This design comes from an exercise in tuning for small area on the open sky130 flow, not from production work.
At most, simulation tests tie the RTL to the original design; equivalence was not proved.
The RTL of runs 2 and 3 was laid out without a check of its function.
No activity file was given, so power comes from the tool's default toggle rates.

==> flow/design.v, too long to show whole: its modules and the start of the top module <==
// module mq: 2146 lines
module mq
     (  
	   MQ_out,
	   word_last_flag,
	   stop,
	   data_valid_pass_reg,
	   flush_over,
	   word_last_valid,
	   bit_enough_to_bpc,
	   one_codeblock_over,
	   PCXD,
	   flush,
	   clk,
	   rst,
	   rst_syn,
	   start_aga,
	   song_require,
	   block_all_bp_over);
  // ...
==> flow/run.sh <==
#!/bin/bash
# synth_recipe.tcl (not shown) runs the flow's synth.tcl, then flattens the netlist and writes it again
# the make line also repeats each setting of config.mk as NAME=value (left out here)
make -C /OpenROAD-flow-scripts/flow DESIGN_CONFIG=/design/flow/config.mk WORK_HOME=/design/flow/orfs CLKGATE_MAP_FILE= SYNTH_SCRIPT=/design/flow/synth_recipe.tcl finish
==> flow/config.mk <==
export PLATFORM = sky130hd
export DESIGN_NAME = mq
export DESIGN_NICKNAME = mq
export VERILOG_FILES = /design/flow/design.v
export SDC_FILE = /design/flow/constraint.sdc
export NUM_CORES = 4
export LEC_CHECK = 0
export ABC_AREA = 1
export CAP_MARGIN = 20
export CORE_MARGIN = 2
export CORE_UTILIZATION = 45
export PLACE_DENSITY = 0.6
export SLEW_MARGIN = 20
==> flow/constraint.sdc <==
create_clock -name core_clock -period 12.0 [get_ports {clk}]
set_input_delay 2.4000 -clock core_clock [delete_from_list [all_inputs] [get_ports {clk}]]
set_output_delay 2.4000 -clock core_clock [all_outputs]
set_load 0.01 [all_outputs]
==> flow_metrics.tcl, run 1 <==
set metrics [dict create \
    gr-usage-met2_pct 56.2 \
    whs_ns 0.451 \
    path_class "reg2out" \
    synth_area_leaders "dfxtp_1 (34%), nand2_1 (12%), inv_1 (7.3%)" \
    grt_usage_pct 36.0 \
    p_leak_nw 21.7 \
    final_cell_mix "nand2_1 (1560), inv_1 (975), dfxtp_1 (849)" \
    synthAdderAreaFrac_pct 3.61 \
    clock_area_share_pct 6.00 \
    min_to "C_cp[5]$_DFF_P_" \
    required_ns 9.60 \
    syn_to_final_growth_pct 10.2 \
    grt_pass1_vias 50100 \
    start_util_pct 45.5 \
    grt_pass1_wl_um 320000 \
    antenna_left 0 \
    finalWeightedCongestion 1.06 \
    crit_top_cell "nand2_1" \
    nMultiInputCombCells 5484 \
    antenna_cells 1 \
    largestClassByArea "multi-input gates" \
    outcome "no timing/DRC/antenna violations" \
    die_area_um2 115000 \
    overflow 0 \
    internal_power_w 0.00469 \
    grt_max_degree 88 \
    clock_power_share_pct 51.1 \
    syn-cell-area_um2 50500 \
    htreeDepth 3 \
]
==> inputs of run 2 (changes only) <==
--- a/flow/design.v
+++ b/flow/design.v
@@ -927,267 +927,30 @@
     C_temp=C;
   else 
     C_temp=28'b0;
 wire B_eq_ff=(B==8'hff);
 wire B_eq_fe=(B==8'hfe);
 reg [3:0]CT_add_1;
 reg [7:0]B1;
 reg B_add1;
+wire[27:0] C_aux;
+assign C_aux=C_temp<<CT;
+wire ct_ok=(CT!=4'd0)&&(CT<=4'd12);
 always@(*)
   begin
-    CT_add_1=7;B_add1=0;  
-  case(CT)
-    1:if(B_eq_ff) 
-        begin
-          B1=C_temp[26:19]; 
-        end
-      else if(C_temp[26]==1)
-        begin
-          B_add1=1;    
-          if(B_eq_fe)
-            B1={1'b0,C_temp[25:19]};
-          else
-            begin
-              CT_add_1=8;
-              B1=C_temp[25:18];
-            end
-        end
-      else
-        begin
-          CT_add_1=8;
-          B1=C_temp[25:18];
-        end
-    2:if(B_eq_ff) 
-        begin
-          B1=C_temp[25:18]; 
-        end
-      else if(C_temp[25]==1)
-        begin
-          B_add1=1;   
-          if(B_eq_fe)
-            B1={1'b0,C_temp[24:18]};
-          else
-            begin
-              CT_add_1=8;
-              B1=C_temp[24:17];
-            end
-        end
-      else
-        begin
-          CT_add_1=8;
-          B1=C_temp[24:17];
-        end
-    3:if(B_eq_ff) 
-        begin
-          B1=C_temp[24:17]; 
-        end
-      else if(C_temp[24]==1)
-        begin
-          B_add1=1;   
-          if(B_eq_fe)
-            B1={1'b0,C_temp[23:17]};
-          else
-            begin
-              CT_add_1=8;
-              B1=C_temp[23:16];
-            end
-        end
-      else
-        begin
-          CT_add_1=8;
-          B1=C_temp[23:16];
-        end
-    4:if(B_eq_ff) 
-        begin
-          B1=C_temp[23:16]; 
-        end
-      else if(C_temp[23]==1)
-        begin
-          B_add1=1;   
-          if(B_eq_fe)
-            B1={1'b0,C_temp[22:16]};
-          else
-            begin
-              CT_add_1=8;
-              B1=C_temp[22:15];
-            end
-        end
-      else
-        begin
-          CT_add_1=8;
-          B1=C_temp[22:15];
-        end
-    5:if(B_eq_ff) 
-        begin
-          B1=C_temp[22:15]; 
-        end
-      else if(C_temp[22]==1)
-        begin
-          B_add1=1;   
-          if(B_eq_fe)
-            B1={1'b0,C_temp[21:15]};
-          else
-            begin
-              CT_add_1=8;
-              B1=C_temp[21:14];
-            end
-        end
-      else
-        begin
-          CT_add_1=8;
-          B1=C_temp[21:14];
-        end
-    6:if(B_eq_ff) 
-        begin
-          B1=C_temp[21:14]; 
-        end
-      else if(C_temp[21]==1)
-        begin
-          B_add1=1;   
-          if(B_eq_fe)
-            B1={1'b0,C_temp[20:14]};
-          else
-            begin
-              CT_add_1=8;
-              B1=C_temp[20:13];
-            end
-        end
-      else
-        begin
-          CT_add_1=8;
-          B1=C_temp[20:13];
-        end
-    7:if(B_eq_ff) 
-        begin
-          B1=C_temp[20:13]; 
-        end
-      else if(C_temp[20]==1)
-        begin
-          B_add1=1;   
-          if(B_eq_fe)
-            B1={1'b0,C_temp[19:13]};
-          else
-            begin
-              CT_add_1=8;
-              B1=C_temp[19:12];
-            end
-        end
-      else
-        begin
-          CT_add_1=8;
-          B1=C_temp[19:12];
-        end
-    8:if(B_eq_ff) 
-        begin
-          B1=C_temp[19:12]; 
-        end
-      else if(C_temp[19]==1)
-        begin
-          B_add1=1;   
-          if(B_eq_fe)
-            B1={1'b0,C_temp[18:12]};
-          else
-            begin
-              CT_add_1=8;
-              B1=C_temp[18:11];
-            end
-        end
-      else
-        begin
-          CT_add_1=8;
-          B1=C_temp[18:11];
-        end
-    9:if(B_eq_ff) 
-        begin
-          B1=C_temp[18:11]; 
-        end
-      else if(C_temp[18]==1)
-        begin
-          B_add1=1;   
-          if(B_eq_fe)
-            B1={1'b0,C_temp[17:11]};
-          else
-            begin
-              CT_add_1=8;
-              B1=C_temp[17:10];
-            end
-        end
-      else
-        begin
-          CT_add_1=8;
-          B1=C_temp[17:10];
-        end
-    10:if(B_eq_ff) 
-        begin
-          B1=C_temp[17:10]; 
-        end
-      else if(C_temp[17]==1)
-        begin
-          B_add1=1;   
-          if(B_eq_fe)
-            B1={1'b0,C_temp[16:10]};
-          else
-            begin
-              CT_add_1=8;
-              B1=C_temp[16:9];
-            end
-        end
-      else
-        begin
-          CT_add_1=8;
-          B1=C_temp[16:9];
-        end
-    11:if(B_eq_ff) 
-        begin
-          B1=C_temp[16:9]; 
-        end
-      else if(C_temp[16]==1)
-        begin
-          B_add1=1;   
-          if(B_eq_fe)
-            B1={1'b0,C_temp[15:9]};
-          else
-            begin
-              CT_add_1=8;
-              B1=C_temp[15:8];
-            end
-        end
-      else
-        begin
-          CT_add_1=8;
-          B1=C_temp[15:8];
-        end
-    12:if(B_eq_ff) 
-        begin
-          B1=C_temp[15:8]; 
-        end
-      else if(C_temp[15]==1)
-        begin
-          B_add1=1;   
-          if(B_eq_fe)
-            B1={1'b0,C_temp[14:8]};
-          else
-            begin
-              CT_add_1=8;
-              B1=C_temp[14:7];
-            end
-        end
-      else
-        begin
-          CT_add_1=8;
-          B1=C_temp[14:7];
-        end
-     default:
-        begin
-          CT_add_1=4'b0;
-          B_add1=1'b0;
-          B1=8'b0;
-        end 
-  endcase
+    CT_add_1=7;B_add1=0;B1=8'b0;
+    if(!ct_ok) begin CT_add_1=4'b0; B_add1=1'b0; B1=8'b0; end
+    else if(B_eq_ff) B1=C_aux[27:20];
+    else if(C_aux[27]==1) begin
+      B_add1=1;
+      if(B_eq_fe) B1={1'b0,C_aux[26:20]};
+      else begin CT_add_1=8; B1=C_aux[26:19]; end
+    end
+    else begin CT_add_1=8; B1=C_aux[26:19]; end
   end
 wire [4:0]CT_plus_add_1_7=CT+7;
 wire [4:0]CT_plus_add_1_8=CT+8;
 wire SA_st_CT=(count_A0_reg<CT);
 wire Bout_flag_flush;
 assign Bout_flag_flush=(flush_delay3)? 1:0;
 reg[1:0] Bout_flag_normal_f;
 always @(*)
@@ -1349,29 +1112,26 @@
 always @(*)
  if(sel_mask==2'b01)
 	MASK=MASK_1;
  else if(sel_mask==2'b10)
 	MASK=MASK_2;
  else 
     MASK=28'b1;
  wire[27:0] C_temp_shift;
- assign C_temp_shift=C_temp<<num_shift;
  wire[27:0] C_temp_shift_fill0;
  assign C_temp_shift_fill0=C_temp_shift&MASK;
  reg[27:0] C_updated_1;
  always @(*)
   if(num_shift==0)
    C_updated_1=C_temp;
   else if(SA_st_CT&&(!flush_delay3)) 
    C_updated_1=C_temp_shift;
   else 
    C_updated_1=C_temp_shift_fill0;
- wire[27:0] C_aux;
- assign C_aux=C_temp<<CT;
 wire[3:0] CT_f_1= CT-count_A0_reg; 
 wire[3:0] CT_f_2_1= CT_plus_add_1_7-num_shift; 
 wire[3:0] CT_f_2_2= CT_plus_add_1_8-num_shift; 
 reg[3:0]CT_f;
 always @(*)
     begin	   
 	  if(SA_st_CT&&(!flush_delay3))  
         CT_f=CT_f_1;
@@ -1493,17 +1253,27 @@
 reg [3:0]CT_add_2;
 wire sel_mask_2=(CT_add_2== 7);
 always @(*)
  if(sel_mask_2)
 	MASK_C2=28'b0000000011111111111111111111;
  else 
 	MASK_C2=28'b0000000001111111111111111111;
 wire[27:0] C_updated_2;
-assign C_updated_2=((C_temp_shift_S_2 & MASK_C2) << Sub_2_S_2);
+wire [19:0] s2_mask_s=(sel_mask_S==2'b01)?20'hfffff:(sel_mask_S==2'b10)?20'h7ffff:20'h00001;
+wire [19:0] s2_mask_c2=(sel_mask_2)?20'hfffff:20'h7ffff;
+wire [19:0] s2_mask_c2k=(CT_add_1_S_1[3])?(s2_mask_c2>>8):(CT_add_1_S_1[0])?(s2_mask_c2>>7):s2_mask_c2;
+wire [19:0] s2_z=C_aux_M&s2_mask_s&s2_mask_c2k;
+wire s2_ok=(SA_sub_CT_S_1>=CT_add_1_S_1);
+wire sh_s3=(count_stop==3);
+wire [27:0] sh_in=sh_s3?(s2_ok?{8'b0,s2_z}:28'd0):C_temp;
+wire [3:0] sh_amt=sh_s3?SA_sub_CT_S_1:num_shift;
+wire [27:0] sh_out=sh_in<<sh_amt;
+assign C_temp_shift=sh_out;
+assign C_updated_2=sh_out;
 wire[27:0] C_mux;
 assign C_mux=(count_stop==3)? C_updated_2:C_updated_1;
 reg[27:0] C_sp,C_mrp,C_cp;
  always @(*)
  if((pass3==2'b01)||(flush_en_delay3_sp))
    C=C_sp;
   else if((pass3==2'b10)||(flush_en_delay3_mrp))
    C=C_mrp;
--- a/flow/config.mk
+++ b/flow/config.mk
@@ -4,10 +4,12 @@
 export VERILOG_FILES = /design/flow/design.v
 export SDC_FILE = /design/flow/constraint.sdc
 export NUM_CORES = 4
 export LEC_CHECK = 0
 export ABC_AREA = 1
 export CAP_MARGIN = 20
 export CORE_MARGIN = 2
 export CORE_UTILIZATION = 45
+export CTS_CLUSTER_DIAMETER = 80
+export CTS_CLUSTER_SIZE = 18
 export PLACE_DENSITY = 0.6
 export SLEW_MARGIN = 20
==> flow_metrics.tcl, run 2 <==
set metrics [dict create \
    max_freq_mhz 109 \
    setup_violations 0 \
    ios 53 \
    die_height_um 330 \
    antenna_found_initial 2 \
    cts_tree "done" \
    regArea_um2 17100 \
    clkLatencyLatePin_ns 0.73 \
    synth_seq_area_share_pct 35.7 \
    biggestRegsByFlops "C_cp: 28 flops, C_mrp: 28 flops, C_sp: 28 flops" \
    reg2reg_from "idx1[6]$_SDFFE_PP1P_" \
    hp-class "reg2reg" \
    hold_buffers 0 \
    ys_ff_latch 853 \
    synthMuxAreaShare_pct 0.272 \
    final.setup.tns_ns 0 \
    finalWeightedCongestion 1.01 \
    synthMostInstantiatedCell "nand2_1" \
    synth-edff-count 0 \
    wire_per_inst_um 22.5 \
    synth_area_leader_cell "dfxtp_1" \
    cts-root-buf "clkbuf_16" \
    min-delay-start "A_sp[9]$_DFF_P_" \
    numCtsBuffers 57 \
    grt_pass1_wl_um 281000 \
    min_period_ns 9.19 \
    start_kind "flop" \
    ys_warn_count 1 \
    htreeDepth 2 \
    synth_common_cells "nand2_1 (1369), inv_1 (904), dfxtp_1 (853)" \
    cp-startpoint "fl_D[0]$_SDFFE_PP0P_" \
    multiInputGateArea_um2 25900 \
    grt_usage_pct 33.2 \
    post_cts_buffers 0 \
    synth_area_leaders "dfxtp_1 (36%), nand2_1 (11%), inv_1 (7.1%)" \
    worst_pin_slew_ns 1.09 \
    drive_gt1_share_pct 5.43 \
    synth_top_cell_area_share_pct 35.7 \
    overflow 0 \
    synth_xor_area_share_pct 0.949 \
    initialDrtViolationCount 5768 \
    cts.path.max_buffers 3 \
    clock_sinks 853 \
    grt_pass1_vias 45400 \
    die_area_um2 109000 \
    hold_violations 0 \
    design_area_um2 51100 \
    synth_compound_area_share_pct 23.1 \
    syn-cell-area_um2 47900 \
    syn_to_final_growth_pct 6.70 \
    period_share_pct 76.6 \
    avgViaCountPerCell 5.94 \
    power.density_nw_per_um2 97.8 \
    critPathMaxStageDelay_ns 0.81 \
    crit_top_cell "nand2_1" \
    grt_max_degree 83 \
    synthArstFlopShare_pct 0 \
    syn-num-nets 7102 \
    placed_cells 8171 \
    crit_slowest_cell "dfxtp_1" \
    start_util_pct 45.4 \
    dr.pass1.iters 30 \
    slew_viol_final 0 \
    path_class "reg2out" \
    antenna_left 0 \
    cap_violations 0 \
    power_w 0.00500 \
    hpwl_um 138000 \
    row_count 119 \
    portBuffers 52 \
    cts_resized 0 \
    final_cells 8244 \
    synth_top_family_by_area "simple AND/OR/NAND/NOR gates" \
    end_kind "output pin" \
    cp.arrival_ns 6.79 \
    syn_inst 6935 \
    required_ns 9.60 \
    whs_ns 0.450 \
    drc 0 \
    final_common_cell "nand2_1" \
    die_w_um 330 \
    vias 49000 \
    final_cell_mix "nand2_1 (1369), inv_1 (900), dfxtp_1 (853)" \
    relSlewSlack_pct 25.4 \
    cts.clk_slew.worst_paths_ns 0.07 \
    ys.flop_type "dfxtp_1" \
    syn_area_per_cell_um2 6.90 \
    yosys.area_share.simple_pct 25.9 \
    p_leak_nw 19.1 \
    outcome "no timing/DRC/antenna violations" \
    core_area_um2 105000 \
    crit_path_max_fanout 25 \
    synthAdderAreaFrac_pct 3.74 \
    n_fill_cell 11000 \
    routed_wirelength_um 186000 \
    skew_ns 0.0618 \
    dpl_cell_area_um2 49400 \
    finish.net_count 7006 \
    rsz0062_at_grt "false" \
    ys_types 82 \
    ir_drop_uv 116 \
]
-- run 2: cell types whose count changed after synthesis, moves of 21 or more --
cell	before	now
a211oi_1	68	32
a21oi_1	370	325
clkbuf_1	243	177
inv_1	980	904
nand2_1	1560	1369
nand3_1	625	444
nand3_2	9	41
nand4_1	103	75
nor2_1	765	636
o211ai_1	103	67
o21ai_0	717	477
o21ai_1	62	223
o22ai_1	364	343
-- run 2: cells by family after synthesis --
| group | count (synthesis) |
|---|---|
| AO/OA/AOI/OAI | 1820 |
| XOR/XNOR | 51 |
| adder cells (fa/ha/maj) | 139 |
| buffers and inverters | 1239 |
| flip-flops | 853 |
| multiplexers | 13 |
| AND/OR/NAND/NOR | 2820 |
-- run 2: cell type report --
type	count	area share, %
Sequential cell	853	33.4
Inverter	961	7.10
Tap cell	1391	3.41
Clock buffer	60	2.87
Timing Repair Buffer	123	2.06
Antenna cell	1	0.00490
Multi-Input combinational cell	4843	50.7
Clock inverter	12	0.407
-- run 2: power by group --
group / total [W] / switching [W] / internal, W
combinational: 0.000160 / 0.000122 / 0.0000376
sequential: 0.00284 / 0.00000498 / 0.00283
clock: 0.00200 / 0.00107 / 0.000928
total: 0.00500 / 0.00120 / 0.00380
-- run 2: final timing paths --
| check | endpoint | slack, ns | cells past startpoint |
|---|---|---|---|
| worst min-delay path | A_sp[9]$_DFF_P_ | 0.45 | 2 |
| worst min register to register | A_sp[9]$_DFF_P_ | 0.45 | 2 |
| worst max register to register | index_cx8_mrp[0]$_DFF_P_ | 4.49 | 35 |
| worst max-delay path | stop | 2.81 | 31 |
-- run 2: critical path, delay by kind of cell, from the launching register on --
family | cells | cell delay (ns)
AO/OA/AOI/OAI | 4 | 1.04
AND/OR/NAND/NOR | 18 | 2.07
adder cells (fa/ha/maj) | 3 | 1.05
buffers and inverters | 6 | 1.09
flip-flops | 1 | 0.81
-- run 2: through the flow --
step,setup WS [ns],utilization (%)
2_1_floorplan,5.32,-
3_5_place_dp,3.57,46.9
3_3_place_gp,3.58,46.9
6_report,2.81,48.5
4_1_cts,2.82,48.5
5_1_grt,2.32,48.5
-- run 2: routing by layer --
metal / global-route usage [%] / vias up / share of wire (%)
li1: - / 23300 / -
met1: 44.8 / 23200 / 43
met2: 53.7 / 2086 / 45
met3: 4.70 / 394 / 7.2
met4: 12.1 / 2 / 4.1
met5: 0 / - / 0.0092
==> inputs of run 3 (changes only) <==
--- a/flow/config.mk
+++ b/flow/config.mk
@@ -9,7 +9,7 @@
 export CAP_MARGIN = 20
 export CORE_MARGIN = 2
 export CORE_UTILIZATION = 45
-export CTS_CLUSTER_DIAMETER = 80
-export CTS_CLUSTER_SIZE = 18
+export CTS_CLUSTER_DIAMETER = 100
+export CTS_CLUSTER_SIZE = 25
 export PLACE_DENSITY = 0.6
 export SLEW_MARGIN = 20
==> flow_metrics.tcl, run 3 <==
set metrics [dict create \
    outcome "no timing/DRC/antenna violations" \
    relSlewSlack_pct 18.6 \
    seqPwrFrac_pct 59.9 \
    synth_area_leaders "dfxtp_1 (36%), nand2_1 (11%), inv_1 (7.1%)" \
    rsz0062_at_grt "false" \
    syn_inst 6935 \
    dr.pass1.iters 29 \
    die_height_um 330 \
    grt.busiest_layer "met2" \
    hpwl_um 138000 \
    p_leak_nw 18.9 \
    drive_gt1_share_pct 5.22 \
    vias 48900 \
    antenna_cells 0 \
    synth_top_cell_area_share_pct 35.7 \
    final_common_cell "nand2_1" \
    crit_slowest_cell "dfxtp_1" \
    synth_seq_area_share_pct 35.7 \
    fin_util_pct 48.1 \
    worst_pin_slew_ns 1.21 \
    ios 53 \
    whs_ns 0.454 \
    routed_wirelength_um 185000 \
    max_freq_mhz 109 \
    period_share_pct 76.8 \
    cap_violations 0 \
    synth-edff-count 0 \
    antenna_left 0 \
    core_area_um2 105000 \
    syn_area_per_cell_um2 6.90 \
    htreeDepth 2 \
    power.switching_w 0.00116 \
    ys_ff_latch 853 \
    synthMostInstantiatedCell "nand2_1" \
    internal_power_w 0.00357 \
    combPwrFrac_pct 3.4 \
    power_w 0.00474 \
    clkLatencyLatePin_ns 0.71 \
    wire_per_inst_um 22.5 \
    skew_ns 0.0614 \
    cts.path.max_buffers 3 \
    required_ns 9.60 \
    path_class "reg2out" \
    drc 0 \
    start_kind "flop" \
    biggestRegsByFlops "C_cp: 28 flops, C_mrp: 28 flops, C_sp: 28 flops" \
    initialDrtViolationCount 5708 \
    hp-class "reg2reg" \
    crit_top_cell "nand2_1" \
    die_area_um2 109000 \
    overflow 0 \
    use_met1_pct 45.1 \
    die_w_um 330 \
    p_sw_share_pct 24.6 \
    min_period_ns 9.21 \
    post_cts_buffers 0 \
    clock_power_share_pct 36.7 \
    crit_path_max_fanout 25 \
    power.density_nw_per_um2 93.4 \
    end_kind "output pin" \
    clock_sinks 853 \
    ys_types 82 \
    syn_to_final_growth_pct 5.94 \
    grt_usage_pct 33.1 \
    portBuffers 52 \
    setup_violations 0 \
    grt_max_degree 83 \
    use_met3_pct 4.34 \
    finalWeightedCongestion 1.01 \
    avgViaCountPerCell 5.95 \
    cts.clk_slew.worst_paths_ns 0.10 \
    synthArstFlopShare_pct 0 \
    hold_violations 0 \
    cts_tree "done" \
    ys_warn_count 1 \
    gr-usage-met2_pct 53.6 \
    row_count 119 \
    syn-num-nets 7102 \
    critPathMaxStageDelay_ns 0.82 \
    grt_pass1_wl_um 281000 \
    final.setup.tns_ns 0 \
    finish.net_count 6993 \
    final_cell_mix "nand2_1 (1369), inv_1 (900), dfxtp_1 (853)" \
    start_util_pct 45.4 \
    numCtsBuffers 44 \
    grt_pass1_vias 45200 \
    antenna_found_initial 0 \
    synth_common_cells "nand2_1 (1369), inv_1 (904), dfxtp_1 (853)" \
    slew_viol_final 0 \
    hold_buffers 0 \
    ir_drop_uv 146 \
    cts-root-buf "clkbuf_16" \
    cts_resized 0 \
    syn-cell-area_um2 47900 \
    cp.arrival_ns 6.81 \
    synth_area_leader_cell "dfxtp_1" \
    ys.flop_type "dfxtp_1" \
]
## run 3: cell counts after synthesis
No cell type changed its count.
## run 3: power groups by stage
stage	combinational [W]	sequential [W]	clock, W
finish	0.000159	0.00284	0.00174
global route	0.000170	0.00284	0.00187
CTS	0.000156	0.00284	0.00177
detailed placement	0.000156	0.00290	0
global placement	0.000156	0.00290	0
floorplan	0.000101	0.00290	0
## run 3: final timing paths
path / to / depth (start not counted) / from / slack [ns]
worst max-delay path: stop / 31 / fl_D[0]$_SDFFE_PP0P_ / 2.79
worst min-delay path: A_sp[9]$_DFF_P_ / 2 / A_sp[9]$_DFF_P_ / 0.45
worst max register to register: index_cx8_mrp[0]$_DFF_P_ / 35 / idx1[6]$_SDFFE_PP1P_ / 4.43
worst min register to register: A_sp[9]$_DFF_P_ / 2 / A_sp[9]$_DFF_P_ / 0.45
## run 3: worst max-delay path: cells and delay by family (launching register included)
family                     cells  cell delay [ns]
adders and majority gates      3             1.06
buffers and inverters          6             1.09
and+or+nand+nor               18             2.07
AOI/OAI and AO/OA              4             1.03
DFF                            1             0.82
## run 3: cells by family (layout without fill, tap and decap cells)
logic type               count (synthesis)  in the layout  synth area share, %
XOR/XNOR                                51             51                0.949
flip-flops                             853            853                 35.7
multiplexers                            13             13                0.272
AO/OA/AOI/OAI                         1820           1820                 23.1
AND/OR/NAND/NOR                       2820           2820                 25.9
buffers and inverters                 1239           1142                 10.4
adder cells (fa/ha/maj)                139            139                 3.74
## run 3: metal layers
layer | routed length, um | up-vias
met5 | 0 | -
met4 | 7210 | 0
met3 | 13600 | 364
met2 | 84000 | 2086
met1 | 80200 | 23200
li1 | - | 23300
## run 3: final cells by class
cell class | instances | area (um^2)
Multi-Input combinational cell | 4843 | 25900
Timing Repair Buffer | 123 | 1050
Fill cell | 11000 | 54700
Clock buffer | 46 | 1120
Sequential cell | 853 | 17100
Inverter | 961 | 3630
Clock inverter | 12 | 193
Tap cell | 1391 | 1740
## run 3: stage by stage
| stage | cell area, um^2 | instances | setup WS, ns |
|---|---|---|---|
| after global placement | 49400 | 8171 | 3.58 |
| after CTS | 50700 | 8229 | 2.82 |
| after global routing | 50700 | 8229 | 2.30 |
| after detailed placement | 49400 | 8171 | 3.57 |
| final | 50700 | 8229 | 2.79 |
| after floorplan | 47900 | 6935 | 5.32 |

-- afterwards: timing with drivers on the ports --
The flow's constraints put no driver on any port. The routed layouts listed below were extracted and timed again, unchanged, in two steps. Step 1, drivers: a clkbuf_16 drives clk and a buf_2 each remaining input, both assumed. Step 2, shift: input delay + t, output delay - t, t = (earliest + latest rising clock arrival at the registers) / 2. This alone moves slack from input paths to output paths. Slacks: ideal ports / drivers / drivers and shift; pairs: ideal ports / drivers.
| run | shift t [ns] | setup WS [ns] | cell pins on the clock port's net |
|---|---|---|---|
| run 1 | 0.758 | 1.950 / 1.872 / 2.630 | 1 |
| run 2 | 0.770 | 2.810 / 2.740 / 3.510 | 1 |
| run 3 | 0.748 | 2.788 / 2.717 / 3.465 | 1 |
After both steps every run listed still meets setup and hold.
